From an optimization exercise on the open Yosys and OpenROAD flow, aimed at small area; shortcuts taken in it are not production practice. Only simulation tests tie the RTL to the original design; equivalence was not proved. No driver is modelled on the clock port, so clock power and skew are understated where the tree is cut down; a real chip needs a root buffer or a tree. Power and IR drop assume default switching activity.

[flow/config.mk]
export PLATFORM = sky130hd
export DESIGN_NAME = uart
export DESIGN_NICKNAME = uart
export VERILOG_FILES = /design/flow/design.v
export SDC_FILE = /design/flow/constraint.sdc
export NUM_CORES = 4
export LEC_CHECK = 0
export CAP_MARGIN = 20
export CORE_MARGIN = 2
export CORE_UTILIZATION = 40
export SLEW_MARGIN = 20
[flow/constraint.sdc]
create_clock -name core_clock -period 10.0 [get_ports {sysclk}]
set_input_delay 2.0000 -clock core_clock [delete_from_list [all_inputs] [get_ports {sysclk}]]
set_output_delay 2.0000 -clock core_clock [all_outputs]
set_load 0.01 [all_outputs]
[flow/design.v]
module uart(txd,rxd,sysclk,reset);
output reg txd;
input rxd;
input sysclk,reset;
reg [1:0] ba; reg [2:0] bb; reg [4:0] bk;
always @(posedge sysclk)
  if (reset) begin ba <= 2'd0; bb <= 3'd0; bk <= 5'd0; end
  else begin
    ba <= {~ba[0], ba[1]^ba[0]};
    bb <= {~bb[1:0], bb[2]^bb[0]};
    bk <= {~bk[3:0], bk[4]^bk[1]};
  end
wire tick = (ba == 2'd2) && (bb == 3'd1) && (bk == 5'd9);
reg [3:0] rh, rl;
wire ridle = (rh == 4'd15);
always @(posedge sysclk)
  if (tick) rl <= (ridle && ~rxd) ? 4'd0 : rl + 4'd1;
always @(posedge sysclk)
  if (reset) rh <= 4'd15;
  else if (tick) begin
    if (ridle) begin
      if (~rxd) rh <= 4'd0;
    end else if (rh == 4'd10) rh <= 4'd15;    
    else if (rl == 4'd15) rh <= rh + 4'd1;
  end
reg [7:0] rx;
integer i;
always @(posedge sysclk)
  for (i = 0; i < 8; i = i + 1)
    if (tick && rl == 4'd8 && rh == i + 1)
      rx[i] <= rxd;
wire rxn = (rh == 4'd9) && (rl[3:1] == 3'd6);    
wire rxdone = (rh == 4'd9) && (rl == 4'd12);
reg [7:0] sp;
reg ready;
wire [3:0] sh = sp[7:4];
wire [3:0] sl = sp[3:0];
always @(posedge sysclk)
  if (reset) begin
    sp <= 8'ha1;
    ready <= 1'b0;
  end else if (tick) begin
    if (sp == 8'ha1) begin
      if (ready) sp <= 8'hfd;
    end else if (sp == 8'hfd && rxn) sp <= 8'hfc;
    else if (sp != 8'hfc) sp <= sp + 8'd1;
    if (rxn) ready <= 1'b1;
    else if (sp == 8'hfd) ready <= 1'b0;
  end
reg [6:0] tb;
always @(posedge sysclk)
  for (i = 0; i < 7; i = i + 1)
    if (tick && ((rxdone && !(sp == 8'hff || sh <= i)) || (sl == 4'd0 && sh == i + 1)))
      tb[i] <= rx[i] ^ rx[7];
reg bitv;
always @(*)
  case (sh)
    4'd0:  bitv = 1'b0;
    4'd1:  bitv = tb[0];
    4'd2:  bitv = tb[1];
    4'd3:  bitv = tb[2];
    4'd4:  bitv = tb[3];
    4'd5:  bitv = tb[4];
    4'd6:  bitv = tb[5];
    4'd7:  bitv = tb[6];
    4'd8:  bitv = 1'b0;
    default: bitv = 1'b1;
  endcase
always @(posedge sysclk)
  if (reset) txd <= 1'b1;
  else if (tick && sl == 4'd0 && sh <= 4'd9)
    txd <= bitv;
endmodule
[flow/flow/run.sh]
#!/bin/bash
set -euo pipefail
W=$(pwd)
F=$W/flow
R=$W/orfs/results/$FLOW_PLATFORM/uart/base
LIB=$FLOW_HOME/platforms/$FLOW_PLATFORM/lib/sky130_fd_sc_hd__tt_025C_1v80.lib

bash standard.sh synth > synth.log 2>&1
cp $R/1_2_yosys.v $W/std_netlist.v
REMAP_LIB=$LIB REMAP_IN=$W/std_netlist.v REMAP_OUT=$W/remap_netlist.v REMAP_TOP=$FLOW_TOP \
  REMAP_SCRIPT=$F/area.script yosys -c $F/remap.tcl > remap.log 2>&1
mkdir -p $W/eq
cp $W/std_netlist.v $W/eq/gold.v
sed -E 's/\b_([0-9]+)_\b/_g\1_/g' $W/remap_netlist.v > $W/eq/gate.v
sed -e "s#LIB#$LIB#" -e "s#TOP#$FLOW_TOP#" $F/equiv.ys > $W/eq/equiv.ys
if (cd $W/eq && yosys -q equiv.ys) > equiv.log 2>&1; then
  echo "re-mapped netlist proven equivalent; using it" >> equiv.log
  cp $W/remap_netlist.v $R/1_2_yosys.v
  bash standard.sh synth > synth_odb.log 2>&1
else
  echo "equivalence not proven; keeping the standard netlist" >> equiv.log
fi

export BUFFER_PORTS_ARGS="-buffer_cell sky130_fd_sc_hd__buf_1"
export CTS_ARGS="-sink_clustering_enable -repair_clock_nets -dont_use_dummy_load"
export FLOW_CLOCK_PORT=sysclk
export POST_CTS_TCL=$F/post_cts.tcl
bash standard.sh > layout.log 2>&1
[flow/flow/area.script]
&get -n
&st
&dch -f
&nf -R 1000
&st
&dch -f
&nf -R 1000
&put
[flow/flow/equiv.ys]
# Prove the re-mapped netlist (gate.v) equivalent to the standard one (gold.v).
read_liberty -lib LIB
read_verilog gold.v
rename TOP gold
read_verilog gate.v
rename TOP gate
read_liberty -overwrite -ignore_miss_func LIB
hierarchy -check
flatten
opt_clean
equiv_make gold gate eq
hierarchy -top eq
equiv_simple
equiv_induct
equiv_status -assert
[flow/flow/post_cts.tcl]
set block [ord::get_db_block]
set block [ord::get_db_block]
foreach port_net [list [$block findNet $::env(FLOW_CLOCK_PORT)]] {
  set its [$port_net getITerms]
  if { [llength $its] != 1 } { continue }
  set root [[lindex $its 0] getInst]
  if { ![string match sky130_fd_sc_hd__clkbuf_* [[$root getMaster] getName]] } { continue }
  set out_net ""
  foreach it [$root getITerms] {
    if { [$it isOutputSignal] } { set out_net [$it getNet] }
  }
  if { $out_net == "" } { continue }
  set loads [$out_net getITerms]
  set ok [expr {[llength $loads] >= 2 && [llength $loads] <= 5}]
  foreach it $loads {
    if { $it == [lindex [$root getITerms] 0] } { continue }
    set inst [$it getInst]
    if { $inst == $root } { continue }
    if { ![string match sky130_fd_sc_hd__clkbuf_* [[$inst getMaster] getName]] } { set ok 0 }
  }
  if { !$ok } { puts "post_cts: root buffer kept"; continue }
  set moved 0
  foreach it $loads {
    if { [$it getInst] == $root } { continue }
    $it disconnect
    $it connect $port_net
    incr moved
  }
  if { $moved > 4 } { error "post_cts: clock port would drive $moved cells" }
  odb::dbInst_destroy $root
  if { [llength [$out_net getITerms]] == 0 } { odb::dbNet_destroy $out_net }
  puts "post_cts: removed root clock buffer, port drives $moved leaf buffers"
}

proc my_leaf_slew { inst } {
  set mx 0
  foreach it [$inst getITerms] {
    if { ![$it isOutputSignal] } { continue }
    foreach s [[$it getNet] getITerms] {
      if { [$s getInst] == $inst } { continue }
      set pin [get_pins [[$s getInst] getName]/[[$s getMTerm] getName]]
      foreach k {slew_max_rise slew_max_fall} {
        set v [get_property $pin $k]
        if { $v > $mx } { set mx $v }
      }
    }
  }
  return $mx
}
estimate_parasitics -placement
foreach it [[$block findNet $::env(FLOW_CLOCK_PORT)] getITerms] {
  set inst [$it getInst]
  set old [[$inst getMaster] getName]
  if { $old != "sky130_fd_sc_hd__clkbuf_8" } { continue }
  replace_cell [$inst getName] sky130_fd_sc_hd__clkbuf_4
  estimate_parasitics -placement
  set s [my_leaf_slew $inst]
  if { $s > 0.100 } {
    replace_cell [$inst getName] $old
    estimate_parasitics -placement
    puts "post_cts: [$inst getName] kept $old (clkbuf_4 slew $s)"
  } else {
    puts "post_cts: [$inst getName] now clkbuf_4 (slew $s)"
  }
}
[flow/flow/remap.tcl]
# Re-map the combinational logic of the standard synthesis netlist with an
# area-oriented ABC script. Flip-flops stay exactly as the standard synthesis
# made them (same instances, names and cell types); only the gates between
# them change.
set lib $::env(REMAP_LIB)
yosys read_liberty -lib $lib
yosys read_verilog -defer $::env(REMAP_IN)
yosys hierarchy -top $::env(REMAP_TOP)
# Give the combinational cells their logic functions; keep sequential cells whole.
yosys read_liberty -overwrite -ignore_miss_func $lib
yosys hierarchy -top $::env(REMAP_TOP)
yosys setattr -mod -set keep_hierarchy 1 sky130_fd_sc_hd__*df* sky130_fd_sc_hd__*dl* sky130_fd_sc_hd__conb_1
yosys flatten
yosys opt_clean -purge
yosys abc -liberty $lib -script $::env(REMAP_SCRIPT) -dont_use sky130_fd_sc_hd__probe_p_8 -dont_use sky130_fd_sc_hd__probec_p_8 -dont_use sky130_fd_sc_hd__lpflow_*
yosys opt_clean -purge
yosys splitnets
yosys opt_clean -purge
yosys hilomap -singleton -hicell sky130_fd_sc_hd__conb_1 HI -locell sky130_fd_sc_hd__conb_1 LO
yosys select $::env(REMAP_TOP)
yosys tee -o $::env(REMAP_OUT).stat stat -liberty $lib
yosys write_verilog -noattr -nohex -nodec -selected $::env(REMAP_OUT)
[flow/standard.sh]
#!/bin/bash
# synth_recipe.tcl (not shown) runs the flow's synth.tcl, then flattens the netlist and writes it again
# the make line also repeats each setting of config.mk as NAME=value (left out here)
make -C /OpenROAD-flow-scripts/flow DESIGN_CONFIG=/design/flow/config.mk WORK_HOME=/design/flow/orfs CLKGATE_MAP_FILE= SYNTH_SCRIPT=/design/flow/synth_recipe.tcl "${@:-finish}"
==> results of run 1 <==
## critical path: stages
cell and delay, ns:
sky130_fd_sc_hd__buf_1 0.17, sky130_fd_sc_hd__nor2_1 0.27, sky130_fd_sc_hd__a21oi_1 0.07, sky130_fd_sc_hd__nor2b_1 0.28, sky130_fd_sc_hd__and4_1 0.27, sky130_fd_sc_hd__xnor2_1 0.12, sky130_fd_sc_hd__nand2b_1 0.06
## layer usage
layer  global-route usage [%]  routed length (µm)  vias to the layer above
met5                        0                   0                        -
met4                     3.70                  17                        0
met3                     4.56                  84                        2
met2                     21.1                1470                       12
met1                     17.8                1710                      640
li1                         -                   -                      742
## where the power goes
| part | leakage [µW] | switching (µW) | internal, µW |
|---|---|---|---|
| clock | 0.0000262 | 44.0 | 32.2 |
| sequential | 0.000368 | 2.53 | 186 |
| combinational | 0.000302 | 3.95 | 3.59 |
## flip-flops by register name (all words and copies together), names as in the netlist
signal and flops:
ready 1, bb 3, ba 2, rh 4
sp 8, rx 8, bk 5, tb 7
txd 1, rl 4
## final timing paths
path	startpoint	to	slack, ns	depth (start not counted)
hold / removal	bk[2]	bk[3]	0.41	1
setup / recovery	rxd	rh[3]	6.78	7
setup reg to reg	sp[5]	sp[2]	7.22	8
hold reg to reg	bk[2]	bk[3]	0.41	1
## per-stage QoR
step | power (µW) | cells
3_3_place_gp | 201 | 257
2_1_floorplan | 198 | 199
3_5_place_dp | 201 | 257
5_1_grt | 283 | 261
6_report | 273 | 261
## final cells by class
class / count / area (µm²)
clock buffers: 4 / 48.8
fillers: 456 / 2630
inverters: 5 / 18.8
multi-input cells: 151 / 827
flip-flops and latches: 43 / 1050
well taps: 54 / 67.6
repair buffers: 4 / 18.8
==> summary.txt, run 1 <==
The run finished with no timing, DRC or antenna violations. For this design, the sink count on the clock tree is 43. STA classifies the critical path endpoint as a flip-flop.

The clock skew after layout is 0.0263 ns. Setup repair after global routing left no endpoint under its margin. Dividing the detail-routed via count by the number of cells gives 5.35.

Summed over all layers, the routed wires come to 3.28 mm. After layout, the worst setup slack is 6.78 ns. In the layout the commonest cells are sky130_fd_sc_hd__nor2_1, sky130_fd_sc_hd__dfxtp_1, sky130_fd_sc_hd__edfxtp_1. Once placement finished, the instance area stood at 0.00198 mm². The worst pin sits at a relative slew slack of 36.8%. The total number of yosys warnings is 1, and the number of placement rows is 25. After layout, the worst path uses 32.2% of the clock period. After clock tree synthesis, the clock-pin slew on the worst setup and hold paths is 0.08 ns. The run gives 77 as the count of routing violations after the opening detailed-route iteration.

The logs give 0 for the antenna diode count and 0.00531 mm² for the die area. Once layout is done, the placed cells without fillers occupy 0.00203 mm². The number of max-slew violations in the final report came out at 0.

For the pin with the worst max-slew slack, the measured transition is 0.949 ns. The synthesized area per cell is 9.53 µm², and the width of the die is 72.9 µm. Most frequent standard cell in the layout excluding fill and tap cells: sky130_fd_sc_hd__nor2_1.

The kind of critical path is in -> reg. For the top-level port count, the log shows 4. The latest clock arrival within the worst-skew pair came out at 0.16 ns. The maximum resistive drop on vdd was 77.5 µV; the detailed placement HPWL was 2.29 mm.

The count of buffers from port buffering was 3; the minimum period implied by the final worst setup slack was 3.22 ns. The first detailed-routing pass took 4 iterations. Cells with a size suffix above 1 make up 2.42% of the layout. At the worst endpoint, the required time is 10.03 ns.

Peak clock frequency supported by timing: 311 MHz. The global routing usage summed across all routing layers is 13.5%, and the count of final setup violators is 0. Remaining design rule violation count: 0.

When the netlist entered floorplanning its net count stood at 202. In this run the vertical extent of the chip is 72.9 µm. Data arrives at the worst endpoint at 3.25 ns. The number of endpoints with negative hold slack in the final report is 0. The congestion estimate from routability-driven global placement came to 0.804. Entering global routing, the biggest net connects 25 pins. For this design the ratio of total power to cell area is 134 mW/mm². In this run the worst path has a maximum fanout of 10. The final net count is 212. For the post-place setup slack, the log shows 6.61 ns. The run gives 199 as the number of cells produced by synthesis.

The run gives 0 as the number of routed nets with antenna violations. In this run the worst hold path is classified as reg -> reg. For the final routed database, the setup TNS stands at 0 ns.

The number of max-cap violations is 0, and the area of the mapped netlist is 0.00190 mm². In this run the static leakage power is 0.000696 µW. The run gives 43.6% as the share of the core filled with cells in the final layout. The first global-routing pass estimated 5.60 mm of wire. The via count of the first global-routing pass came out at 1,274.

Relative to the synthesized area, the layout overhead comes to 7.12%. The core region is 0.00466 mm². The detailed router placed 1,396 vias in this run. Summed over all layers, the global routing overflow is 0.

The final routed wire length divided by cell count came out at 12.6 µm. STA classifies the critical path startpoint as an input port. Once the floorplan was initialized, standard cells occupied 40.7% of the core. Hold is met by 0.411 ns. The run gives 0 as the initial antenna violation count.
==> run 2, diff against run 1 <==
==> flow/flow/run.sh (replaced) <==
#!/bin/bash
# Layout flow: the standard flow, with these changes:
#  1. the combinational logic of the standard synthesis is re-mapped with
#     several area-oriented ABC scripts (some with SAT-based AIG resynthesis,
#     &deepsyn), in parallel; the smallest result that is proven equivalent
#     to the standard netlist is used (flip-flops untouched: same instances,
#     names and cell types);
#  3. everything else is standard.sh unchanged.
# Each tool's output goes to a log file of its own in this folder.
set -euo pipefail
W=$(pwd)
F=$W/flow
R=$W/orfs/results/$FLOW_PLATFORM/uart/base
LIB=$FLOW_HOME/platforms/$FLOW_PLATFORM/lib/sky130_fd_sc_hd__tt_025C_1v80.lib
JOBS=${NUM_CORES:-4}

bash standard.sh synth > synth.log 2>&1
cp $R/1_2_yosys.v $W/std_netlist.v

mkdir -p $W/remap
run_remap() {
  local name=$1 scripts=$2
  mkdir -p $W/remap/$name.d
  (cd $W/remap/$name.d && REMAP_LIB=$LIB REMAP_IN=$W/std_netlist.v REMAP_OUT=$W/remap/$name.v \
    REMAP_TOP=$FLOW_TOP REMAP_SCRIPTS=$scripts timeout 900 yosys -c $F/remap.tcl > $W/remap/$name.log 2>&1) || true
}
run_remap classic $F/t5.script,$F/u4.script,$F/w3.script,$F/w4.script,$F/s1.script,$F/t10.script,$F/a2.script &
n=1
for s in $F/ds*.script; do
  run_remap $(basename $s .script) $s &
  n=$((n + 1))
  if [ $n -ge $JOBS ]; then wait -n || true; n=$((n - 1)); fi
done
wait

# Candidates from smallest to largest area; use the first one proven equivalent.
for st in $(ls $W/remap/*.v.stat 2> /dev/null); do
  a=$(awk '/Chip area for module/ {print $NF}' $st)
  [ -n "$a" ] && echo "$a ${st%.stat}"
done | sort -n > $W/remap/candidates.txt
cat $W/remap/candidates.txt > remap.log
used=std
mkdir -p $W/eq
while read -r a v; do
  cp $W/std_netlist.v $W/eq/gold.v
  sed -E 's/\b_([0-9]+)_\b/_g\1_/g' $v > $W/eq/gate.v
  sed -e "s#LIB#$LIB#" -e "s#TOP#$FLOW_TOP#" $F/equiv.ys > $W/eq/equiv.ys
  if (cd $W/eq && timeout 900 yosys -q equiv.ys) >> equiv.log 2>&1; then
    echo "$v ($a) proven equivalent; using it" >> equiv.log
    cp $v $R/1_2_yosys.v
    used=$v
    break
  else
    echo "$v ($a) not proven equivalent" >> equiv.log
  fi
done < $W/remap/candidates.txt
echo "netlist used: $used" >> equiv.log
if [ "$used" != std ]; then
  bash standard.sh synth > synth_odb.log 2>&1
fi

export BUFFER_PORTS_ARGS="-buffer_cell sky130_fd_sc_hd__buf_1"
export CTS_ARGS="-sink_clustering_enable -repair_clock_nets -dont_use_dummy_load"
export FLOW_CLOCK_PORT=sysclk
export POST_CTS_TCL=$F/post_cts.tcl
bash standard.sh > layout.log 2>&1
==> flow/flow/a2.script (new file) <==
&get -n
&st
&dch
&nf -R 1000
&put
==> flow/flow/ds1.script (new file) <==
&get -n
&st
&deepsyn -T 120 -S 1
&dch -f
&nf -R 1000
&st
&dch -f
&nf -R 1000
&put
==> flow/flow/ds2.script (new file) <==
&get -n
&st
&deepsyn -T 120 -S 2
&dch -f
&nf -R 1000
&st
&dch -f
&nf -R 1000
&put
==> flow/flow/ds3.script (new file) <==
&get -n
&st
&deepsyn -T 120 -S 3
&dch -f
&nf -R 1000
&st
&dch -f
&nf -R 1000
&put
==> flow/flow/ds4.script (new file) <==
&get -n
&st
&deepsyn -T 120 -S 4
&dch -f
&nf -R 1000
&st
&dch -f
&nf -R 1000
&put
==> flow/flow/ds5.script (new file) <==
&get -n
&st
&deepsyn -T 120 -S 5
&dch -f
&nf -R 1000
&st
&dch -f
&nf -R 1000
&put
==> flow/flow/ds6.script (new file) <==
&get -n
&st
&deepsyn -T 120 -S 6
&dch -f
&nf -R 1000
&st
&dch -f
&nf -R 1000
&put
==> flow/flow/ds7.script (new file) <==
&get -n
&st
&deepsyn -T 120 -S 7
&dch -f
&nf -R 1000
&st
&dch -f
&nf -R 1000
&put
==> flow/flow/remap.tcl (replaced) <==
# Re-map the combinational logic of the standard synthesis netlist with
# area-oriented ABC scripts and keep the smallest result. Flip-flops stay
# exactly as the standard synthesis made them (same instances, names and
# cell types); only the gates between them change.
set lib $::env(REMAP_LIB)
set top $::env(REMAP_TOP)
yosys read_liberty -lib $lib
yosys read_verilog -defer $::env(REMAP_IN)
yosys hierarchy -top $top
# Give the combinational cells their logic functions; keep sequential cells whole.
yosys read_liberty -overwrite -ignore_miss_func $lib
yosys hierarchy -top $top
yosys setattr -mod -set keep_hierarchy 1 sky130_fd_sc_hd__*df* sky130_fd_sc_hd__conb_1
yosys flatten
yosys opt_clean -purge
yosys design -save base
set abc_dont_use {-dont_use sky130_fd_sc_hd__probe_p_8 -dont_use sky130_fd_sc_hd__probec_p_8 -dont_use sky130_fd_sc_hd__lpflow_*}
proc area_of {lib top} {
  yosys select $top
  yosys tee -q -o area.tmp stat -liberty $lib
  yosys select -clear
  set f [open area.tmp]; set t [read $f]; close $f
  if { [regexp {Chip area for module '\\[^']*': ([0-9.]+)} $t -> a] } { return $a }
  return 1e9
}
set best ""
set best_area 1e9
foreach s [split $::env(REMAP_SCRIPTS) ","] {
  yosys design -load base
  if { [catch { yosys abc -liberty $lib -script $s {*}$abc_dont_use $top } err] } { puts "REMAP $s failed: $err"; continue }
  yosys opt_clean -purge
  set a [area_of $lib $top]
  puts "REMAP $s area $a"
  if { $a < $best_area } { set best_area $a; set best $s }
}
puts "REMAP best $best area $best_area"
yosys design -load base
yosys abc -liberty $lib -script $best {*}$abc_dont_use $top
yosys opt_clean -purge
yosys splitnets
yosys opt_clean -purge
yosys hilomap -singleton -hicell sky130_fd_sc_hd__conb_1 HI -locell sky130_fd_sc_hd__conb_1 LO
yosys select $top
yosys tee -o $::env(REMAP_OUT).stat stat -liberty $lib
yosys write_verilog -noattr -nohex -nodec -selected $::env(REMAP_OUT)
==> flow/flow/s1.script (new file) <==
&get -n
&st
&dch
&nf -R 1000
&st
&dch
&nf -R 1000
&put
==> flow/flow/t10.script (new file) <==
&get -n
&st
&dch -f
&nf -p -R 1000
&st
&dch -f
&nf -p -R 1000
&put
==> flow/flow/t5.script (new file) <==
&get -n
&st
&dch -f
&nf -R 1000
&st
&dch -f
&nf -R 1000
&put
==> flow/flow/u4.script (new file) <==
&get -n
&st
&dch -f
&nf -R 1000 -D 8000 -F 40 -A 40
&st
&dch -f
&nf -R 1000 -D 8000 -F 40 -A 40
&put
==> flow/flow/w3.script (new file) <==
&get -n
&st
&syn3
&dch -f
&nf -R 1000
&st
&dch -f
&nf -R 1000
&put
==> flow/flow/w4.script (new file) <==
strash
dc2
drw
drf
dc2
&get -n
&st
&dch -f
&nf -R 1000
&st
&dch -f
&nf -R 1000
&put
removed: flow/flow/area.script
==> run 2 against run 1 <==
Against the previous run:
- die area is 3.7% lower
- clock skew is 0.0059 ns lower
- worst setup slack worse by 0.10 ns
- maximum frequency is 3.1% lower
- sequential share of layout area is 2.2 points higher
- combinational power is 6.0% higher
- non-clock buffer count is 1 lower
- final cell count is 7.3% lower
- cell area is 4.1% lower
- core utilization is 0.84 points higher
- critical path depth is 1 lower
==> summary.txt, run 2 <==
The run finished with no timing, DRC or antenna violations. For this run the aggregate overflow at the end of global routing stands at 0. The instance count after placement with tap cells included was 238. The kind of critical path is in -> reg. The count of routing violations after the opening detailed-route iteration is 59.

Relative to the synthesized area, the layout overhead comes to 6.86%. Subtracting the final worst setup slack from the clock period gives 3.32 ns. The number of max-slew violations in the final report was 0; the reported leakage power was 0.000666 µW. Dividing the synthesized area by the synthesized cell count gives 9.96 µm². The cell count after synthesis came out at 183. The most critical setup path has its startpoint at rxd. The via count of the first global-routing pass was 1,276. The latest clock arrival within the worst-skew pair came out at 0.15 ns. Summed over all layers, the routed wires come to 3.14 mm. For the pin with the worst max-slew slack, the measured transition is 0.978 ns. Of the cells placed in the final design, the portion with a size suffix greater than 1 is 2.11%.

For the detailed placement HPWL, the log shows 2.36 mm. For this run, the total global-route usage over all layers was measured as 13.9%. The total number of yosys warnings came out at 1. The number of placement rows is 24, and the count of final setup violators is 0.

The startpoint identified for the worst register-to-register timing path is ba[1]. In the final routed layout, each cell accounts on average for 13.0 µm. Derived from the worst setup path, the maximum achievable clock frequency is 301 MHz.

The worst register-to-register path ends at tb[0]. The die is 71.5 µm wide. The height of the die is 71.5 µm. The final sum of negative setup slack came out at 0 ns.

Synthesis produced a netlist with a net count of 186. The initial antenna violation count was 0; the area of the mapped netlist was 0.00182 mm². The remaining design rule violation count was 0; the worst path arrival time was 3.35 ns. The final critical path takes up 33.2% of the cycle. The total via count after detailed routing is 1,360, and the worst-case register-to-register setup slack is 7.05 ns.

The number of max-cap violations was 0. Clock-pin slew was measured on the worst setup and hold paths at 0.07 ns. Dividing the detail-routed via count by the number of cells gives 5.62. Across the VDD grid, the largest voltage drop is 77.6 µV. For the final net count, the log shows 195.

The worst pin sits at a relative slew slack of 34.8%. The worst-path maximum fanout is 9, and the standard cell core area is 0.00438 mm². The power per unit of standard cell area works out to 139 mW/mm². The endpoint kind of the worst setup timing path was a flip-flop. The die area is 0.00511 mm².

The tools report the worst setup slack after layout as 6.68 ns. In this run the most critical hold path is launched from bk[3]. The number of antenna diodes in the final layout is 0.

The most frequent standard cell in the layout excluding fill and tap cells is sky130_fd_sc_hd__nor2_1. In the final layout, the registers with the most flip-flops are rx x8, sp x8, tb x7. The worst hold path stage count is 1.

Worst hold-check path type: reg -> reg. Once the floorplan was initialized, standard cells occupied 41.6% of the core. Counting cells, the worst reg-to-reg path comes to 9. Once detail routing completed, the nets flagged for antenna violations numbered 0. The clock skew after layout was 0.0203 ns; the count of buffers from port buffering was 3. The tools report the top-level port count as 4. Setup repair after global routing left no endpoint under its margin.

For this run, the share of the core covered by cells in the final layout is 44.4%. The pre-antenna-repair detailed-routing pass consisted of 4 iterations. The run gives 10.04 ns as the required time at the worst-slack endpoint.

Following the worst setup path forward leads to its endpoint at rh[2]. The tools report the nature of the critical path startpoint as an input port. The clock net in this run drives a total of 43 sinks. The first global-routing pass estimated 5.63 mm of wire.

At the end of routability-driven placement, the weighted congestion stood at 0.788. The number of endpoints with negative hold slack in the final report is 0. In the layout the commonest cells are sky130_fd_sc_hd__nor2_1, sky130_fd_sc_hd__dfxtp_1, sky130_fd_sc_hd__edfxtp_1. The run gives 25 as the largest net degree at the start of global routing.

For the post-place setup slack, the log shows 6.52 ns. The finished layout holds 242 standard cells, fillers aside.
==> run 2: where the power goes <==
| group | internal [µW] | total [µW] | switching [µW] |
|---|---|---|---|
| clock network | 32.2 | 73.8 | 41.6 |
| registers | 186 | 189 | 2.68 |
| logic | 3.58 | 7.99 | 4.41 |
| total | 222 | 271 | 48.7 |
==> run 2: final cells by class <==
cell class              count  area, µm²
clock buffers               4       48.8
fillers                   444       2440
inverters                   5       18.8
multi-input cells         135        753
flip-flops and latches     43       1050
well taps                  52       65.1
repair buffers              3       11.3
==> run 2: routing by layer <==
| metal | up-vias | routed length, µm | GRT usage (%) | part of all wire [%] |
|---|---|---|---|---|
| met5 | - | 0 | 0 | 0 |
| met2 | 28 | 1540 | 22.5 | 49 |
| met4 | 0 | 55 | 5.66 | 1.7 |
| li1 | 679 | - | - | - |
| met3 | 7 | 152 | 4.08 | 4.8 |
| met1 | 646 | 1400 | 17.4 | 45 |
==> run 2: critical path, stage by stage <==
cell                       delay [ns]
sky130_fd_sc_hd__buf_1           0.16
sky130_fd_sc_hd__nor3b_1         0.54
sky130_fd_sc_hd__and2_0          0.23
sky130_fd_sc_hd__a21oi_1         0.07
sky130_fd_sc_hd__nand2b_1        0.17
sky130_fd_sc_hd__a21o_1          0.18
==> run 2: how the worst min path moves through the flow <==
stage          endpoint
2_1_floorplan     bk[4]
3_3_place_gp      bk[4]
3_5_place_dp      bk[3]
5_1_grt           bk[3]
6_report          bk[4]
==> run 2: metrics by stage <==
step                      total power, µW  cell area [µm²]  hold slack, ns
after floorplan                       198             1820           0.385
after global placement                200             1900           0.391
after detailed placement              201             1900           0.402
after global routing                  283             1950           0.436
final                                 271             1950           0.414
==> run 3, diff against run 2 <==
==> flow/flow/ds1.script (replaced) <==
&get -n
&st
&deepsyn -T 90 -S 1
&dch -f
&nf -R 1000
&st
&dch -f
&nf -R 1000
&put
==> flow/flow/ds10.script (new file) <==
&get -n
&st
&deepsyn -T 90 -S 10
&dch -f
&nf -R 1000
&st
&dch -f
&nf -R 1000
&put
==> flow/flow/ds11.script (new file) <==
&get -n
&st
&deepsyn -T 90 -S 11
&dch -f
&nf -R 1000
&st
&dch -f
&nf -R 1000
&put
==> flow/flow/ds2.script (replaced) <==
&get -n
&st
&deepsyn -T 90 -S 2
&dch -f
&nf -R 1000
&st
&dch -f
&nf -R 1000
&put
==> flow/flow/ds3.script (replaced) <==
&get -n
&st
&deepsyn -T 90 -S 3
&dch -f
&nf -R 1000
&st
&dch -f
&nf -R 1000
&put
==> flow/flow/ds4.script (replaced) <==
&get -n
&st
&deepsyn -T 90 -S 4
&dch -f
&nf -R 1000
&st
&dch -f
&nf -R 1000
&put
==> flow/flow/ds5.script (replaced) <==
&get -n
&st
&deepsyn -T 90 -S 5
&dch -f
&nf -R 1000
&st
&dch -f
&nf -R 1000
&put
==> flow/flow/ds6.script (replaced) <==
&get -n
&st
&deepsyn -T 90 -S 6
&dch -f
&nf -R 1000
&st
&dch -f
&nf -R 1000
&put
==> flow/flow/ds7.script (replaced) <==
&get -n
&st
&deepsyn -T 90 -S 7
&dch -f
&nf -R 1000
&st
&dch -f
&nf -R 1000
&put
==> flow/flow/ds8.script (new file) <==
&get -n
&st
&deepsyn -T 90 -S 8
&dch -f
&nf -R 1000
&st
&dch -f
&nf -R 1000
&put
==> flow/flow/ds9.script (new file) <==
&get -n
&st
&deepsyn -T 90 -S 9
&dch -f
&nf -R 1000
&st
&dch -f
&nf -R 1000
&put
--- a/flow/flow/remap.tcl
+++ b/flow/flow/remap.tcl
@@ -32,10 +32,9 @@
   set a [area_of $lib $top]
   puts "REMAP $s area $a"
-  if { $a < $best_area } { set best_area $a; set best $s }
+  if { $a < $best_area } { set best_area $a; set best $s; yosys design -save best }
 }
 puts "REMAP best $best area $best_area"
-yosys design -load base
-yosys abc -liberty $lib -script $best {*}$abc_dont_use $top
-yosys opt_clean -purge
+if { $best == "" } { error "no re-mapping succeeded" }
+yosys design -load best
 yosys splitnets
 yosys opt_clean -purge
==> run 3 against run 2 <==
Against the previous run:
- cell area unchanged
- highest routed layer unchanged
- sequential share of layout area unchanged
- clock power about the same
- critical endpoint unchanged
- register-to-register slack barely moved
- global-route usage unchanged
==> summary.txt, run 3 <==
Remaining global-route overflow: 0. The tree built by TritonCTS fans out to 43 sinks. The tools report the post-layout instance count excluding filler cells as 242. Once placement completed, the tool counted placed cells totaling 238. Timing analysis after detailed placement gives a worst setup slack of 6.52 ns.

The proportion of total power due to net switching is 18.0%. The tools report the final sum of negative setup slack as 0 ns. In the layout the commonest cells are sky130_fd_sc_hd__nor2_1, sky130_fd_sc_hd__dfxtp_1, sky130_fd_sc_hd__edfxtp_1.

The repair_antennas step left the layout with diodes totalling 0. The count of routing violations after the opening detailed-route iteration came out at 59. Synthesis produced a netlist with a net count of 186. The worst slew margin relative to its limit is 34.8%, and the via count of the first global-routing pass is 1,276. The run gives 25 as the largest net degree at the start of global routing. From synthesis to final layout, the design area changed by 6.86%. The worst setup path is of the in -> reg kind. For this run, the top clock speed supported by timing is 301 MHz.

The starting density of the core is 41.6%, and the number of routed nets with antenna violations is 0. After clock tree synthesis, the clock-pin slew on the worst setup and hold paths is 0.07 ns. The endpoint kind of the worst setup timing path is a flip-flop. The number of max-slew violations in the final report is 0.

The path class of the tightest hold or removal check is reg -> reg. The height of the die was 71.5 µm. On the worst path, the slowest cell contributes a delay of 0.54 ns.

For this run, the detailed router's first-pass iteration total came to 4. The initial antenna violation count is 0. Traced cell by cell, the critical path runs through buf_1 -> nor3b_1 -> and2_0 -> a21oi_1 -> nand2b_1 -> a21o_1. After detailed routing, the total wire length is 3.14 mm. Summed over all nets, the switching power comes to 48.7 µW. The detailed placement HPWL is 2.36 mm, and the top-level port count is 4. For the pin with the worst max-slew slack, the measured transition is 0.978 ns. For this design the static power due to leakage is 0.000666 µW. Leaving out fill and tap cells, the most frequent cell in the layout is sky130_fd_sc_hd__nor2_1. Among cell families on the critical path, the largest total delay comes from simple AND/OR/NAND/NOR gates. IR analysis of the VDD net gives a maximum drop of 77.6 µV. Dividing total power by cell area gives a power density of 139 mW/mm².

For this run, design rule violations remaining after detail routing come to 0. The final routed wire length divided by cell count is 13.0 µm, and the number of max-cap violations is 0. For the sequential cell fraction of total power, the log shows 69.8%. Setup violations remaining at the end of the flow were counted as 0.

On the final layout, the worst clock skew is 0.0203 ns. For the worst setup path, the data arrival time is 3.35 ns. In the final design database the tool counted 195 nets. The number of endpoints with negative hold slack in the final report was 0; the final critical-path share of the clock period was 33.2%.

The tools report the global routing usage summed across all routing layers as 13.9%. Of all nets on the critical path, the largest fanout is 9. The first-pass GRT wire length is 5.63 mm. The number of placement rows was 24.

Count of buffers from port buffering: 3. The area of the multi-input gates is 753 µm². The internal power of the cells totals 222 µW.

In the final layout, the share of cells above drive strength 1 is 2.11%. The worst setup path is launched from an input port. The smallest clock period supported by the final layout is computed as 3.32 ns. Synthesis produced 183 cells. The total number of yosys warnings came out at 1. Across all layers, the routed design uses 1,360 vias. The core region is 0.00438 mm². The run gives 271 µW as the total design power.

The slowest stage of the critical path is the sky130_fd_sc_hd__nor3b_1 cell. The number of buffer and inverter instances along the worst setup path was 1. Setup slack on the critical path of the routed design comes to 6.68 ns. In this run, the combinational gates consume 2.9% of the power. In the final layout, the registers with the most flip-flops are rx x8, sp x8, tb x7. Summing every instance area after synthesis gives 0.00182 mm². For the latest clock arrival within the worst-skew pair, the log shows 0.15 ns. The width of the die is 71.5 µm, and the required time at the worst-slack endpoint is 10.04 ns. The layout has 444 filler cells. The flow ran to the end and the layout has no timing, DRC or antenna violations. For the final weighted congestion in routability-driven placement, the log shows 0.788.

The synthesized area per cell works out to 9.96 µm². Setup repair after global routing left no endpoint under its margin. The register area was 0.00105 mm².

The tools report the relative contribution of the clock network to total power as 27.2%. The post-detailed-route via-to-cell ratio was 5.62; the die area was 0.00511 mm².
-- run 3: worst register-to-register path, delay by kind of cell (launching register included) --
family / cells / cell delay [ns]
buffers and inverters: 1 / 0.35
and+or+nand+nor: 6 / 1.56
DFF: 1 / 0.32
AOI/OAI and AO/OA: 2 / 0.44
-- run 3: final timing paths --
kind / startpoint / to / slack [ns] / depth (start not counted)
setup / recovery: rxd / rh[2] / 6.68 / 6
hold / removal: bk[3] / bk[4] / 0.41 / 1
setup reg to reg: ba[1] / tb[0] / 7.05 / 9
hold reg to reg: bk[3] / bk[4] / 0.41 / 1
-- run 3: stage by stage --
step	hold WS, ns	util (%)	instance area, µm²
3_5_place_dp	0.402	43.3	1900
3_3_place_gp	0.391	43.3	1900
5_1_grt	0.436	44.4	1950
2_1_floorplan	0.385	-	1820
6_report	0.414	44.4	1950
-- run 3: power by group through the flow --
stage               logic [µW]  clock network (µW)  registers, µW
floorplan                 5.17                   0            193
global placement          7.51                   0            193
finish                    7.99                73.8            189
detailed placement        8.16                   0            193
global route              8.98                83.9            190
-- run 3: final cells by class --
class | count | share of cell area (%)
clock buffer | 4 | 2.50
tap | 52 | 3.34
inverter | 5 | 0.963
sequential | 43 | 53.9
timing repair buffer | 3 | 0.578
multi-input combinational | 135 | 38.7
-- run 3: layer usage --
layer / GRT usage, % / vias up / wire [µm]
met3: 4.08 / 7 / 152
met5: 0 / - / 0
met4: 5.66 / 0 / 55
li1: - / 679 / -
met1: 17.4 / 646 / 1400
met2: 22.5 / 28 / 1540
==> run 4, diff against run 3 <==
--- a/flow/flow/run.sh
+++ b/flow/flow/run.sh
@@ -3,7 +3,8 @@
 #  1. the combinational logic of the standard synthesis is re-mapped with
 #     several area-oriented ABC scripts (some with SAT-based AIG resynthesis,
-#     &deepsyn), in parallel; the smallest result that is proven equivalent
-#     to the standard netlist is used (flip-flops untouched: same instances,
-#     names and cell types);
+#     &deepsyn), in parallel, starting both from the standard netlist and
+#     from the same synthesis run with ORFS's area-oriented ABC script; the
+#     smallest result proven equivalent to the standard netlist is used
+#     (flip-flops untouched: same instances, names and cell types);
 #  3. everything else is standard.sh unchanged.
 # Each tool's output goes to a log file of its own in this folder.
@@ -18,15 +19,29 @@
 cp $R/1_2_yosys.v $W/std_netlist.v
 
+# The same synthesis with ORFS's area-oriented ABC script, in a folder of its own.
+sed -e "s#WORK_HOME=$W/orfs #WORK_HOME=$W/orfs_area ABC_AREA=1 #" standard.sh > standard_area.sh
+if bash standard_area.sh synth > synth_area.log 2>&1; then
+  cp $W/orfs_area/results/$FLOW_PLATFORM/uart/base/1_2_yosys.v $W/area_netlist.v
+else
+  cp $W/std_netlist.v $W/area_netlist.v
+fi
+
 mkdir -p $W/remap
 run_remap() {
-  local name=$1 scripts=$2
+  local name=$1 in=$2 scripts=$3
   mkdir -p $W/remap/$name.d
-  (cd $W/remap/$name.d && REMAP_LIB=$LIB REMAP_IN=$W/std_netlist.v REMAP_OUT=$W/remap/$name.v \
+  (cd $W/remap/$name.d && REMAP_LIB=$LIB REMAP_IN=$in REMAP_OUT=$W/remap/$name.v \
     REMAP_TOP=$FLOW_TOP REMAP_SCRIPTS=$scripts timeout 900 yosys -c $F/remap.tcl > $W/remap/$name.log 2>&1) || true
 }
-run_remap classic $F/t5.script,$F/u4.script,$F/w3.script,$F/w4.script,$F/s1.script,$F/t10.script,$F/a2.script &
-n=1
+classic=$F/t5.script,$F/u4.script,$F/w3.script,$F/w4.script,$F/s1.script,$F/t10.script,$F/a2.script
+jobs=("classic_std|$W/std_netlist.v|$classic" "classic_area|$W/area_netlist.v|$classic")
 for s in $F/ds*.script; do
-  run_remap $(basename $s .script) $s &
+  b=$(basename $s .script)
+  jobs+=("${b}_std|$W/std_netlist.v|$s" "${b}_area|$W/area_netlist.v|$s")
+done
+n=0
+for job in "${jobs[@]}"; do
+  IFS='|' read -r name in scripts <<< "$job"
+  run_remap $name $in $scripts &
   n=$((n + 1))
   if [ $n -ge $JOBS ]; then wait -n || true; n=$((n - 1)); fi
==> flow/flow/ds1.script (replaced) <==
&get -n
&st
&deepsyn -T 60 -S 1
&dch -f
&nf -R 1000
&st
&dch -f
&nf -R 1000
&put
==> flow/flow/ds2.script (replaced) <==
&get -n
&st
&deepsyn -T 60 -S 2
&dch -f
&nf -R 1000
&st
&dch -f
&nf -R 1000
&put
==> flow/flow/ds3.script (replaced) <==
&get -n
&st
&deepsyn -T 60 -S 3
&dch -f
&nf -R 1000
&st
&dch -f
&nf -R 1000
&put
==> flow/flow/ds4.script (replaced) <==
&get -n
&st
&deepsyn -T 60 -S 4
&dch -f
&nf -R 1000
&st
&dch -f
&nf -R 1000
&put
==> flow/flow/ds5.script (replaced) <==
&get -n
&st
&deepsyn -T 60 -S 5
&dch -f
&nf -R 1000
&st
&dch -f
&nf -R 1000
&put
==> flow/flow/ds6.script (replaced) <==
&get -n
&st
&deepsyn -T 60 -S 6
&dch -f
&nf -R 1000
&st
&dch -f
&nf -R 1000
&put
==> flow/flow/ds7.script (replaced) <==
&get -n
&st
&deepsyn -T 60 -S 7
&dch -f
&nf -R 1000
&st
&dch -f
&nf -R 1000
&put
==> flow/flow/ds8.script (replaced) <==
&get -n
&st
&deepsyn -T 60 -S 8
&dch -f
&nf -R 1000
&st
&dch -f
&nf -R 1000
&put
removed: flow/flow/ds10.script
removed: flow/flow/ds11.script
removed: flow/flow/ds9.script
==> run 4 against run 3 <==
Against the previous run:
- combinational power fell by 4.6%
- die area fell by 0.71%
- flip-flop and latch count did not move
- clock power rose by 0.5%
- cell area fell by 0.32%
- core utilization rose by 0.16 points
- largest power group unchanged
- total power barely moved
- sequential share of layout area rose by 0.17 points
- synthesized area fell by 0.75%
- first-iteration DRC count fell by 41%
- register-to-register slack got worse by 0.07 ns
- sequential power barely moved
==> summary.txt, run 4 <==
The run gives 2.20 mm as the detailed placement HPWL. The area growth from synthesis to final layout was 7.33%. Of the total power, the share spent switching nets is 18.0%.

The post-detailed-route via-to-cell ratio is 5.55, and the sequential cell fraction of total power is 69.8%. The switching power came out at 48.9 µW. For the post-place setup slack, the log shows 6.86 ns.

From left edge to right edge, the die measures 71.3 µm. The cell count after synthesis came out at 177. The area of the mapped netlist is 0.00181 mm².

After clock tree synthesis, the clock-pin slew on the worst setup and hold paths is 0.08 ns. The number of endpoints with negative hold slack in the final report was 0. For the placed standard-cell area, the log shows 0.00189 mm². The logs give 0.000678 µW for the reported leakage power and 0 for the count of final setup violators. For the worst-case register-to-register setup slack, the log shows 6.98 ns. The number of max-slew violations in the final report was 0.

For the worst-skew pair, the clock arrives at the later sink with an insertion delay of 0.16 ns. The run gives 0 as the antenna diode count. The logs give 0 for the number of routed nets with antenna violations and 1,316 for the total via count after detailed routing. Number of max-cap violations: 0.

For the pin with the worst max-slew slack, the measured transition is 0.971 ns. The run finished with no timing, DRC or antenna violations. The clock network burns 27.4% of the power. The endpoint identified for the worst register-to-register timing path is tb[1]. The minimum period implied by the final worst setup slack was 3.02 ns.

For this block, the initial DRC count from the detailed router was 35. The detailed-route wire length came out at 3.07 mm. For the worst setup path, the data arrival time is 2.90 ns. The tools report the peak clock frequency supported by timing as 331 MHz.

The run gives 24 as the number of placement rows. The nature of the critical path startpoint was a flip-flop. Global routing used 13.6% of the available tracks across all layers.

The power per unit of standard cell area was 140 mW/mm². The worst setup path is captured at a flip-flop. The worst path uses 30.2% of the clock period. The core region is 0.00435 mm². The finished cells cover 0.00194 mm².

The worst slew margin relative to its limit was 35.3%; the final sum of negative setup slack was 0 ns. First-pass GRT wire length: 5.50 mm. A synthesized cell averages 10.2 µm². The share of the core filled with cells in the final layout is 44.6%. The worst register-to-register path begins at bb[0]. The library cells used most frequently in the layout, excluding fill and tap cells, are sky130_fd_sc_hd__nor2_1, sky130_fd_sc_hd__dfxtp_1, sky130_fd_sc_hd__edfxtp_1. The most critical setup path has its startpoint at bb[0]. The kind of critical path is reg -> reg. Across the VDD grid, the largest voltage drop is 66.7 µV. For this design the top-level I/O count stands at 4. Across all setup checks in the final design, the least slack found is 6.98 ns.

For the remaining global-route overflow, the log shows 0. Traced cell by cell, the critical path runs through nor4bb_1 -> nand2_1 -> nor4_1 -> buf_4 -> and3_1 -> and2_0 -> nand2_1 -> o21ai_0 -> a21boi_0 -> nor2_1. The run gives 0.00508 mm² as the die area. The clock skew after layout is 0.0332 ns. The via count of the first global-routing pass came out at 1,233. The post-route netlist has 3.24% of its cells at a drive strength greater than 1. The most numerous cell on the critical path was sky130_fd_sc_hd__nand2_1. Peak per-stage delay on the critical path: 0.39 ns. The floorplan step set the die height to 71.3 µm. The tightest min-delay check is of the reg -> reg type.

The count of buffers from port buffering is 3. CTS saw 43 sinks. The first detailed-routing pass ran for 5 iterations. Combinational logic is responsible for 2.8% of the overall power. The net count of the finished layout is 190.

In this run the worst setup path terminates at tb[1]. In this run the worst path has a maximum fanout of 12. The cell with the largest stage delay on the worst path was sky130_fd_sc_hd__a21boi_0. Depth of the worst register-to-register path: 10. In the routed design, unresolved DRC markers number 0. The post-synthesis net count was 180.

The total number of yosys warnings is 1. The final routed wire length divided by cell count was 13.0 µm. The initial antenna violation count is 0, and the final weighted congestion in routability-driven placement is 0.793. The tools report the starting density of the core as 41.6%. Setup repair after global routing left no endpoint under its margin. The library cell used most frequently in the layout, excluding fill and tap cells, is sky130_fd_sc_hd__nor2_1.

The largest registers in the layout are rx x8, sp x8, tb x7. The run gives 9.88 ns as the required time at the worst-slack endpoint. Entering global routing, the biggest net connects 25 pins. The internal portion of the total power is 222 µW.
-- run 4: worst max-delay path: cells and delay by family, from the launching register on --
kind            cells  cell delay (ns)
simple gates        7             1.41
compound gates      2             0.75
buf+inv             1             0.24
flops               1             0.36
-- run 4: worst min path at each step --
| stage | end | from | cells past startpoint |
|---|---|---|---|
| floorplan | bk[1] | bk[0] | 1 |
| global placement | bk[4] | bk[3] | 1 |
| detailed placement | bk[4] | bk[3] | 1 |
| global route | bb[2] | bb[1] | 1 |
| finish | bk[4] | bk[3] | 1 |
-- run 4: cell type report --
cell class | instances | area (µm²)
Clock buffer | 4 | 48.8
Multi-Input combinational cell | 133 | 754
Timing Repair Buffer | 4 | 18.8
Tap cell | 52 | 65.1
Sequential cell | 43 | 1050
Inverter | 1 | 3.75
Fill cell | 414 | 2410
-- run 4: power by group through the flow --
stage               clock, µW  combinational, µW  sequential (µW)
finish                   74.2               7.62              189
global route             82.4               8.85              190
detailed placement          0               7.75              193
global placement            0               7.24              193
floorplan                   0               5.01              193
-- run 4: through the flow --
step	power (µW)	cells	hold slack (ns)
finish	271	237	0.408
detailed placement	201	233	0.399
floorplan	198	177	0.385
global placement	200	233	0.392
global route	281	237	0.422
-- run 4: layer usage --
metal / part of all wire (%) / global-route usage, % / vias to the layer above
li1: - / - / 657
met1: 46 / 17.0 / 633
met2: 49 / 22.8 / 21
met3: 3.1 / 3.80 / 5
met4: 1.6 / 4.40 / 0
met5: 0 / 0 / -
==> run 5, diff against run 4 <==
--- a/flow/flow/post_cts.tcl
+++ b/flow/flow/post_cts.tcl
@@ -56,5 +56,5 @@
   estimate_parasitics -placement
   set s [my_leaf_slew $inst]
-  if { $s > 0.100 } {
+  if { $s > 0.112 } {
     replace_cell [$inst getName] $old
     estimate_parasitics -placement
--- a/flow/config.mk
+++ b/flow/config.mk
@@ -6,5 +6,5 @@
 export NUM_CORES = 4
 export LEC_CHECK = 0
-export CAP_MARGIN = 20
+export CAP_MARGIN = 0
 export CORE_MARGIN = 2
 export CORE_UTILIZATION = 40
==> run 5 against run 4 <==
Against the previous run:
- clock power shrank 5.8%
- still clean on timing, DRC and antenna
- cell area down 0.32%
- largest power group unchanged
- wire length about the same
- non-clock buffer count stayed put
- sequential share of layout area grew 0.17 points
- global-route usage stayed put
- sequential power hardly changed
- clock-buffer cell count did not move
- flip-flop and latch count stayed put
==> summary.txt, run 5 <==
The run finished with no timing, DRC or antenna violations. In the routed layout, each cell is associated on average with a via count of 5.56. The tools report the required time at the worst-slack endpoint as 10.03 ns.

The worst-case register-to-register setup slack was 7.02 ns. Setup total negative slack on the finished layout was measured at 0 ns. 4 I/O pins were placed. The die area came out at 0.00508 mm². The floorplan step defined a core boundary enclosing 0.00435 mm². The total number of yosys warnings is 1, and the number of routed nets with antenna violations is 0. The clock-pin slew reported for the worst setup and hold paths after clock tree synthesis was 0.08 ns; the minimum period implied by the final worst setup slack was 2.99 ns.

The run gives 0.00189 mm² as the placed standard-cell area. The logs give 41.6% for the starting density of the core and 0.000675 µW for the reported leakage power. The final critical-path share of the clock period was 29.9%. The maximum resistive drop on vdd was 66.5 µV. The transition at the pin with the smallest max-transition slack is 0.970 ns, and the antenna diode count is 0.

For the global routing usage summed across all routing layers, the log shows 13.6%. In this run the cell area of the synthesized design comes to 0.00181 mm². The largest net degree at the start of global routing is 25. Following the worst setup path forward leads to its endpoint at rh[3]. The number of max-slew violations in the final report was 0. The floorplan step set the die width to 71.3 µm. Data arrives at the worst endpoint at 3.02 ns. The number of endpoints with negative hold slack in the final report is 0.

The first detailed-routing pass ran for 5 iterations. The worst hold-check path type is reg -> reg. The depth of the worst register-to-register path is 10. The endpoint identified for the worst register-to-register timing path is tb[1]. The most frequent standard cell in the layout excluding fill and tap cells is sky130_fd_sc_hd__nor2_1.

In this run the vertical extent of the chip is 71.3 µm. Leaving out fill and tap cells, the most frequent cells in the layout are sky130_fd_sc_hd__nor2_1, sky130_fd_sc_hd__dfxtp_1, sky130_fd_sc_hd__edfxtp_1. For this block, the initial DRC count from the detailed router was 44. Setup repair after global routing left no endpoint under its margin.

The tool flagged a number of max-cap violations equal to 0. The number of placed instances, taps included, is 233. For the final net count, the log shows 190. Of all nets on the critical path, the largest fanout is 9. First-pass GRT wire length: 5.50 mm. The nature of the critical path startpoint was an input port. The share of the core filled with cells in the final layout was 44.5%; the initial antenna violation count was 0.

The number of nets handed over by synthesis was 180. The via count of the first global-routing pass was 1,233. Total power for the finished layout comes to 267 µW. The endpoint kind of the worst setup timing path is a flip-flop. The remaining global-route overflow came out at 0. A synthesized cell averages 10.2 µm². For the post-layout instance count excluding filler cells, the log shows 237. The tools report the peak clock frequency supported by timing as 335 MHz.

The largest registers in the layout are rx x8, sp x8, tb x7. Relative to the synthesized area, the layout overhead comes to 6.98%. Power spread over the standard cell area amounts to 138 mW/mm². The run gives 0.00194 mm² as the summed area of non-filler cells in the final layout.

For the worst-skew pair, the clock arrives at the later sink with an insertion delay of 0.16 ns. The run gives 3.07 mm as the detailed-route wire length. Setup violations remaining at the end of the flow were counted as 0. The initialized floorplan defines 24 standard-cell rows. The tools report the clock net sink count as 43. The final routed wire length divided by cell count is 13.0 µm. The worst pin sits at a relative slew slack of 35.3%. The total via count after detailed routing was 1,317. The setup path with the least slack is of type in -> reg.

The share of post-route cells with drive strength above 1 came out at 3.24%. The startpoint identified for the worst register-to-register timing path is bb[0]. The remaining design rule violation count came out at 0. The clock skew after layout is 0.0269 ns. In the synthesized netlist, the number of instances is 177. The detailed placement HPWL came out at 2.20 mm. In this run the worst setup path begins at rxd. The congestion estimate from routability-driven global placement came to 0.793. Input and output buffers added on the ports amount to 3.
-- run 5: worst min path at each step --
stage | cells after the start | endpoint | slack (ns) | from
floorplan | 1 | bk[1] | 0.38 | bk[0]
global placement | 1 | bk[4] | 0.39 | bk[3]
detailed placement | 1 | bk[4] | 0.40 | bk[3]
global route | 1 | bb[2] | 0.42 | bb[1]
finish | 1 | bk[4] | 0.41 | bk[3]
-- run 5: final cells by class --
class | instances | area, µm²
repair buffers | 4 | 18.8
inverters | 1 | 3.75
flip-flops and latches | 43 | 1050
fillers | 413 | 2420
well taps | 52 | 65.1
clock buffers | 4 | 42.5
multi-input cells | 133 | 754
-- run 5: critical path: stages --
cell,delay (ns)
sky130_fd_sc_hd__buf_1,0.16
sky130_fd_sc_hd__a31oi_1,0.28
sky130_fd_sc_hd__and3_1,0.29
sky130_fd_sc_hd__a21oi_1,0.09
sky130_fd_sc_hd__or2_0,0.20
-- run 5: metrics by stage --
stage,worst slack [ns],hold slack (ns)
floorplan,6.81,0.385
finish,7.01,0.408
global route,6.75,0.422
detailed placement,6.86,0.399
global placement,6.91,0.392
-- run 5: layer usage --
| metal | part of all wire, % | wire length [µm] | vias up | GRT usage, % |
|---|---|---|---|---|
| met5 | 0 | 0 | - | 0 |
| met4 | 1.6 | 49 | 0 | 4.40 |
| met3 | 3.1 | 95 | 5 | 3.80 |
| met2 | 49 | 1500 | 21 | 22.8 |
| met1 | 46 | 1420 | 634 | 17.0 |
| li1 | - | - | 657 | - |
-- run 5: report_power, final --
part | internal, µW | switching (µW)
clock network | 27.9 | 42.0
logic | 3.55 | 4.08
registers | 186 | 2.78
==> run 6, diff against run 5 <==
--- a/flow/design.v
+++ b/flow/design.v
@@ -41,15 +41,14 @@
     ready <= 1'b0;
   end else if (tick) begin
-    if (sp == 8'ha1) begin
-      if (ready) sp <= 8'hfd;
-    end else if (sp == 8'hfd && rxn) sp <= 8'hfc;
-    else if (sp != 8'hfc) sp <= sp + 8'd1;
+    if (sp == 8'ha4) sp <= 8'h00;
+    else if (sp == 8'ha2 && rxn) sp <= 8'ha6;
+    else if (!(sp == 8'ha6 || (sp == 8'ha1 && !ready))) sp <= sp + 8'd1;
     if (rxn) ready <= 1'b1;
-    else if (sp == 8'hfd) ready <= 1'b0;
+    else if (sp == 8'ha2) ready <= 1'b0;
   end
 reg [6:0] tb;
 always @(posedge sysclk)
   for (i = 0; i < 7; i = i + 1)
-    if (tick && ((rxdone && !(sp == 8'hff || sh <= i)) || (sl == 4'd0 && sh == i + 1)))
+    if (tick && ((rxdone && !(sp == 8'ha4 || sh <= i)) || (sl == 4'd0 && sh == i + 1)))
       tb[i] <= rx[i] ^ rx[7];
 reg bitv;
--- a/flow/flow/post_cts.tcl
+++ b/flow/flow/post_cts.tcl
@@ -56,5 +56,5 @@
   estimate_parasitics -placement
   set s [my_leaf_slew $inst]
-  if { $s > 0.112 } {
+  if { $s > 0.100 } {
     replace_cell [$inst getName] $old
     estimate_parasitics -placement
--- a/flow/config.mk
+++ b/flow/config.mk
@@ -6,5 +6,5 @@
 export NUM_CORES = 4
 export LEC_CHECK = 0
-export CAP_MARGIN = 0
+export CAP_MARGIN = 20
 export CORE_MARGIN = 2
 export CORE_UTILIZATION = 40
==> run 6 against run 5 <==
Against the previous run:
- core utilization down 0.34 points
- non-clock buffer count down 1
- total power up 0.84%
- hold slack worse by 0.0060 ns
- register-to-register slack better by 0.33 ns
- final cell count up 1.7%
- via count up 0.38%
- wire length up 5.2%
- critical path type unchanged
- critical path depth up 1
- die area down 0.39%
- combinational power up 12%
- cell area down 0.78%
==> summary.txt, run 6 <==
The run finished with no timing, DRC or antenna violations. The tools report the startpoint of the most critical setup path as rxd. Dividing the synthesized area by the synthesized cell count gives 9.90 µm².

The worst-case register-to-register setup slack came out at 7.35 ns. The congestion estimate from routability-driven global placement came to 0.791. The post-layout instance count excluding filler cells was 241. The wire-length estimate of the detail-placed layout is 2.37 mm. Counting tap cells, the placed design contains a total of 237 instances. The register area was 0.00105 mm². The worst setup path is launched from an input port.

The worst hold path stage count is 1, and the number of max-cap violations is 0. Setup repair after global routing left no endpoint under its margin. The tightest min-delay check is of the reg -> reg type. The number of routed nets with antenna violations was 0; the total via count after detailed routing was 1,322. The transition at the pin with the smallest max-transition slack was 0.763 ns; the relative contribution of the clock network to total power was 26.6%. Leaving out fill and tap cells, the most frequent cell in the layout is sky130_fd_sc_hd__nor2_1. The logs give 0 for the number of endpoints with negative hold slack in the final report and 0.000652 µW for the reported leakage power. The worst setup path is captured at a flip-flop.

Net switching is 19.0% of the power. The worst register-to-register path begins at bk[0]. The total number of yosys warnings was 1. After technology mapping, the gate count stands at 182. The internal power of the cells totals 218 µW. The worst-path maximum fanout was 10; the remaining global-route overflow was 0. For the initial antenna violation count, the log shows 0. The global routing usage summed across all routing layers is 13.5%.

After routing the design area is 0.00192 mm². The run gives 4 as the number of iterations in the first detailed-routing pass. In the layout the commonest cells are sky130_fd_sc_hd__nor2_1, sky130_fd_sc_hd__dfxtp_1, sky130_fd_sc_hd__edfxtp_1. For this design, the sink count on the clock tree is 43. The count of routing violations after the opening detailed-route iteration came out at 70. Minimum period implied by the final worst setup slack: 3.56 ns. Pin placement for this block handled 4 I/O pins. Once the floorplan was initialized, standard cells occupied 41.4% of the core. Dividing the detail-routed wire length by the instance count gives 13.4 µm.

In this run the power spent charging and discharging nets is 51.0 µW. The die area was 0.00506 mm²; the depth of the worst register-to-register path was 9. Counting every net in the synthesized netlist gives 185.

The worst hold path terminates at bk[4]. The share of total power dissipated in sequential elements is 70.3%. Count of final setup violators: 0.

In this run the most critical hold path is launched from bk[3]. Port buffering added 3 buffers. For the relative contribution of combinational cells to total power, the log shows 3.2%. The terminus of the critical flop-to-flop path is tb[4].

The total design power was 269 µW. Using the TritonRoute via totals, the vias-per-cell ratio works out to 5.49. Entering global routing, the biggest net connects 18 pins.

The required time at the worst-slack endpoint was 10.02 ns; the final critical-path share of the clock period was 35.6%. The largest registers in the layout are rx x8, sp x8, tb x7. After detailed routing, the number of remaining DRC violations is 0. The setup path with the least slack is of type in -> reg. Detailed-route wire length: 3.23 mm. The first global-routing pass estimated 5.54 mm of wire. Once routing completed, OpenROAD measured the worst setup slack at 6.44 ns. The run gives 1,298 as the via count of the first global-routing pass.

The logs give 0.00435 mm² for the standard cell core area and 49.1% for the worst slew margin relative to its limit. The clock skew after layout was 0.0222 ns; the antenna diode count was 0. The area growth from synthesis to final layout is 6.60%, and the final sum of negative setup slack is 0 ns. Before CTS, the worst setup slack after placement is 6.29 ns. The number of max-slew violations in the final report came out at 0. Dividing total power by cell area gives a power density of 140 mW/mm². The clock reaches the later pin of the worst-skew pair after 0.16 ns. The post-route netlist has 2.65% of its cells at a drive strength greater than 1. The final net count is 194, and the width of the die is 71.1 µm. Once placement finished, the instance area stood at 0.00188 mm². The worst-case IR drop observed on VDD is 44.3 µV.

After clock tree synthesis, the clock-pin slew on the worst setup and hold paths is 0.10 ns. The area of the mapped netlist is 0.00180 mm², and the area of the multi-input gates is 732 µm². For the worst setup path, the data arrival time is 3.57 ns.

The height of the die is 71.1 µm. Counting the fill cells in the layout gives 424. The number of placement rows is 24, and the peak clock frequency supported by timing is 281 MHz.
[run 6: final cells by class]
class	count	share of cell area [%]
clock buffer	4	2.21
tap	52	3.39
timing repair buffer	3	0.586
sequential	43	54.7
inverter	5	0.977
multi-input combinational	134	38.1
[run 6: per-layer routing]
| metal | track usage [%] | share of wire, % | vias up |
|---|---|---|---|
| met5 | 0 | 0 | - |
| met3 | 3.56 | 3.6 | 4 |
| met2 | 22.2 | 47 | 18 |
| li1 | - | - | 670 |
| met4 | 4.40 | 1.5 | 0 |
| met1 | 17.4 | 48 | 630 |
[run 6: critical path, stage by stage]
cell and delay, ns:
sky130_fd_sc_hd__buf_1 0.18, sky130_fd_sc_hd__nor4bb_1 0.69, sky130_fd_sc_hd__a21o_1 0.18, sky130_fd_sc_hd__and4_1 0.29, sky130_fd_sc_hd__and3_1 0.17, sky130_fd_sc_hd__o21ai_0 0.06
[run 6: how the worst max path moves through the flow]
stage,end,slack (ns),depth (start not counted)
after floorplan,rh[2],6.74,5
final,rh[2],6.44,6
after global placement,rh[2],6.39,6
after detailed placement,rh[2],6.29,6
after global routing,rh[3],6.25,6
[run 6: power groups by stage]
stage,Combinational [µW],Clock (µW),Sequential [µW]
after global placement,8.20,0,193
after detailed placement,8.58,0,193
after global routing,9.57,76.9,190
final,8.51,71.5,189
after floorplan,5.58,0,193
[run 6: stage by stage]
stage          hold slack (ns)  util (%)
2_1_floorplan            0.385         -
3_3_place_gp             0.398      43.1
3_5_place_dp             0.405      43.1
5_1_grt                  0.417      44.1
6_report                 0.402      44.1
==> run 7, diff against run 6 <==
--- a/flow/flow/post_cts.tcl
+++ b/flow/flow/post_cts.tcl
@@ -56,5 +56,5 @@
   estimate_parasitics -placement
   set s [my_leaf_slew $inst]
-  if { $s > 0.100 } {
+  if { $s > 0.112 } {
     replace_cell [$inst getName] $old
     estimate_parasitics -placement
==> run 7 against run 6 <==
Against the previous run:
- still clean on timing, DRC and antenna
- via count did not move
- core utilization did not move
- synthesized cell count did not move
- clock skew did not move
- highest routed layer unchanged
==> summary.txt, run 7 <==
Die area: 0.00506 mm². Setup violations remaining at the end of the flow were counted as 0. In this run the cell area measured after placement is 0.00188 mm².

For this block, wires on met1 add up to 1.55 mm. The logs give 117 µm for the amount of wire on met3 after detailed routing and 194 for the final net count. For the final database, setup skew stands at 0.0222 ns.

Max-cap violations in this run came to 0. Once the floorplan was initialized, standard cells occupied 41.4% of the core. 0 antenna diodes ended up in the layout. Entering global routing, the biggest net connects 18 pins. For this block, the via count after detailed routing is 1,322. The logs give 44.3 µV for the maximum resistive drop on vdd and 0.16 ns for the latest clock arrival within the worst-skew pair. Setup repair after global routing left no endpoint under its margin. After layout, the worst path uses 35.6% of the clock period. The number of buffer and inverter instances along the worst setup path is 1.

The total number of yosys warnings is 1, and the reported leakage power is 0.000652 µW. The most frequent standard cell in the layout excluding fill and tap cells is sky130_fd_sc_hd__nor2_1. For this block, the initial DRC count from the detailed router was 70. The logs give 0.00435 mm² for the standard cell core area and 0.00180 mm² for the area of the mapped netlist.

For the pin with the worst max-slew slack, the measured transition is 0.763 ns. The number of max-slew violations in the final report is 0. The count of buffers added on input and output ports is 3.

In this run the top signal layer used is met4. The clock period could shrink to 3.56 ns. The tools report the nature of the critical path startpoint as an input port. Of all nets on the critical path, the largest fanout is 10.

Summed area of non-filler cells in the final layout: 0.00192 mm². In this run the mean area of a mapped cell was 9.90 µm². The clock-pin slew reported for the worst setup and hold paths after clock tree synthesis came out at 0.10 ns.

Counting every net in the synthesized netlist gives 185. Endpoint kind of the worst setup timing path: a flip-flop. The detailed placement HPWL is 2.37 mm. In this run the remaining antenna-violating nets after routing total 0.

In the layout the commonest cells are sky130_fd_sc_hd__nor2_1, sky130_fd_sc_hd__dfxtp_1, sky130_fd_sc_hd__edfxtp_1. The final layout contains routed wiring with a total length of 3.23 mm. STA puts the critical path data required time at 10.02 ns.

On the critical path, the stage with the largest delay is an instance of sky130_fd_sc_hd__nor4bb_1. The final sum of negative setup slack is 0 ns. In this run the core area contains 24 standard-cell rows. The width of the die is 71.1 µm, and the peak per-stage delay on the critical path is 0.69 ns.

After detailed routing, the number of vias per cell comes to 5.49. The signal on the critical path passes through buf_1 -> nor4bb_1 -> a21o_1 -> and4_1 -> and3_1 -> o21ai_0. The total overflow left after global routing is 0. STA puts the critical path data arrival time at 3.57 ns. The number of endpoints with negative hold slack in the final report came out at 0. Synthesis handed over a netlist of 182 instances. The clock drives 43 sinks. After detailed routing, the number of remaining DRC violations is 0. For this design the ratio of total power to cell area is 140 mW/mm². The worst hold-check path type was reg -> reg.

The tools report the via count of the first global-routing pass as 1,298. In the final layout, the registers with the most flip-flops are rx x8, sp x8, tb x7. The run finished with no timing, DRC or antenna violations. Headroom to the max-slew limit came out at 49.1%.

The logs give 1.51 mm for the met2 wirelength from detailed routing and 44.1% for the share of the core filled with cells in the final layout. In the global route stage, overall resource usage came out at 13.5%. Compared with the post-synthesis result, the final layout area differs by 6.60%. The largest delay contributor family on the critical path is simple AND/OR/NAND/NOR gates.

From bottom edge to top edge, the die measures 71.1 µm. Routability-driven placement finished with a final weighted congestion of 0.791. The initial antenna violation count was 0; the final routed wire length divided by cell count was 13.4 µm. The number of iterations in the first detailed-routing pass was 4. For this run, the top clock speed supported by timing is 281 MHz. The first global-routing pass estimated 5.54 mm of wire.

Cells with a size suffix above 1 make up 2.65% of the layout. Fill cells in the final layout number 424. The tools report the top-level port count as 4. The worst setup path is of the in -> reg kind.
[run 7: metrics by stage]
stage / power, µW / worst slack, ns / cells / hold WS (ns)
after global placement: 201 / 6.39 / 237 / 0.398
after global routing: 276 / 6.25 / 241 / 0.417
final: 269 / 6.44 / 241 / 0.402
after floorplan: 198 / 6.74 / 182 / 0.385
after detailed placement: 202 / 6.29 / 237 / 0.405
[run 7: path summary, 6_finish.rpt]
kind,start,end,slack (ns),cells after the start
worst min-delay path,bk[3],bk[4],0.40,1
worst min register to register,bk[3],bk[4],0.40,1
worst max-delay path,rxd,rh[2],6.44,6
worst max register to register,bk[0],tb[4],7.35,9
[run 7: metal layers]
metal | vias to the layer above | global-route usage (%)
met4 | 0 | 4.40
li1 | 670 | -
met1 | 630 | 17.4
met3 | 4 | 3.56
met5 | - | 0
met2 | 18 | 22.2
[run 7: where the power goes]
| part | switching, µW | total (µW) | internal (µW) |
|---|---|---|---|
| clock | 43.5 | 71.5 | 27.9 |
| sequential | 2.59 | 189 | 186 |
| combinational | 4.93 | 8.51 | 3.58 |
[run 7: final cells by class]
cell class | count | area (µm²) | share of cell area [%]
well taps | 52 | 65.1 | 3.39
inverters | 5 | 18.8 | 0.977
multi-input cells | 134 | 732 | 38.1
flip-flops and latches | 43 | 1050 | 54.7
clock buffers | 4 | 42.5 | 2.21
repair buffers | 3 | 11.3 | 0.586
[run 7: worst register-to-register path, delay by kind of cell, from the launching register on]
family / cells / cell delay [ns]
compound gates: 2 / 0.49
buf+inv: 1 / 0.27
flops: 1 / 0.34
simple gates: 6 / 1.24

==> re-timing with driven ports <==
Ports are ideal in the flow. The routed layouts listed here were re-timed in OpenROAD.
Step 1 sets driving cells, clkbuf_16 on the clock port and buf_2 on the other inputs (assumed; they add their load-dependent delay and slew).
Step 2 moves the port delays by t, midway between the first and last clock arrival at a register: inputs arrive t later, outputs are due t later. That takes back most of the time a late clock gives input paths.
a / b / c = ideal ports / drivers / drivers and shift; a / b = the first two.
| run | t (ns) | slack for setup (ns) | hold WS [ns] |
|---|---|---|---|
| run 1 | 0.197 | 6.782 / 6.814 / 6.617 | 0.411 / 0.411 / 0.411 |
| run 2 | 0.193 | 6.681 / 6.708 / 6.515 | 0.414 / 0.414 / 0.414 |
| run 3 | 0.193 | 6.681 / 6.708 / 6.515 | 0.414 / 0.414 / 0.414 |
| run 4 | 0.195 | 6.981 / 6.981 / 6.847 | 0.408 / 0.408 / 0.408 |
| run 5 | 0.196 | 7.012 / 7.018 / 6.843 | 0.408 / 0.408 / 0.408 |
| run 6 | 0.193 | 6.442 / 6.463 / 6.270 | 0.402 / 0.401 / 0.401 |
| run 7 | 0.193 | 6.442 / 6.463 / 6.270 | 0.402 / 0.401 / 0.401 |
After both steps every run listed still meets setup and hold.
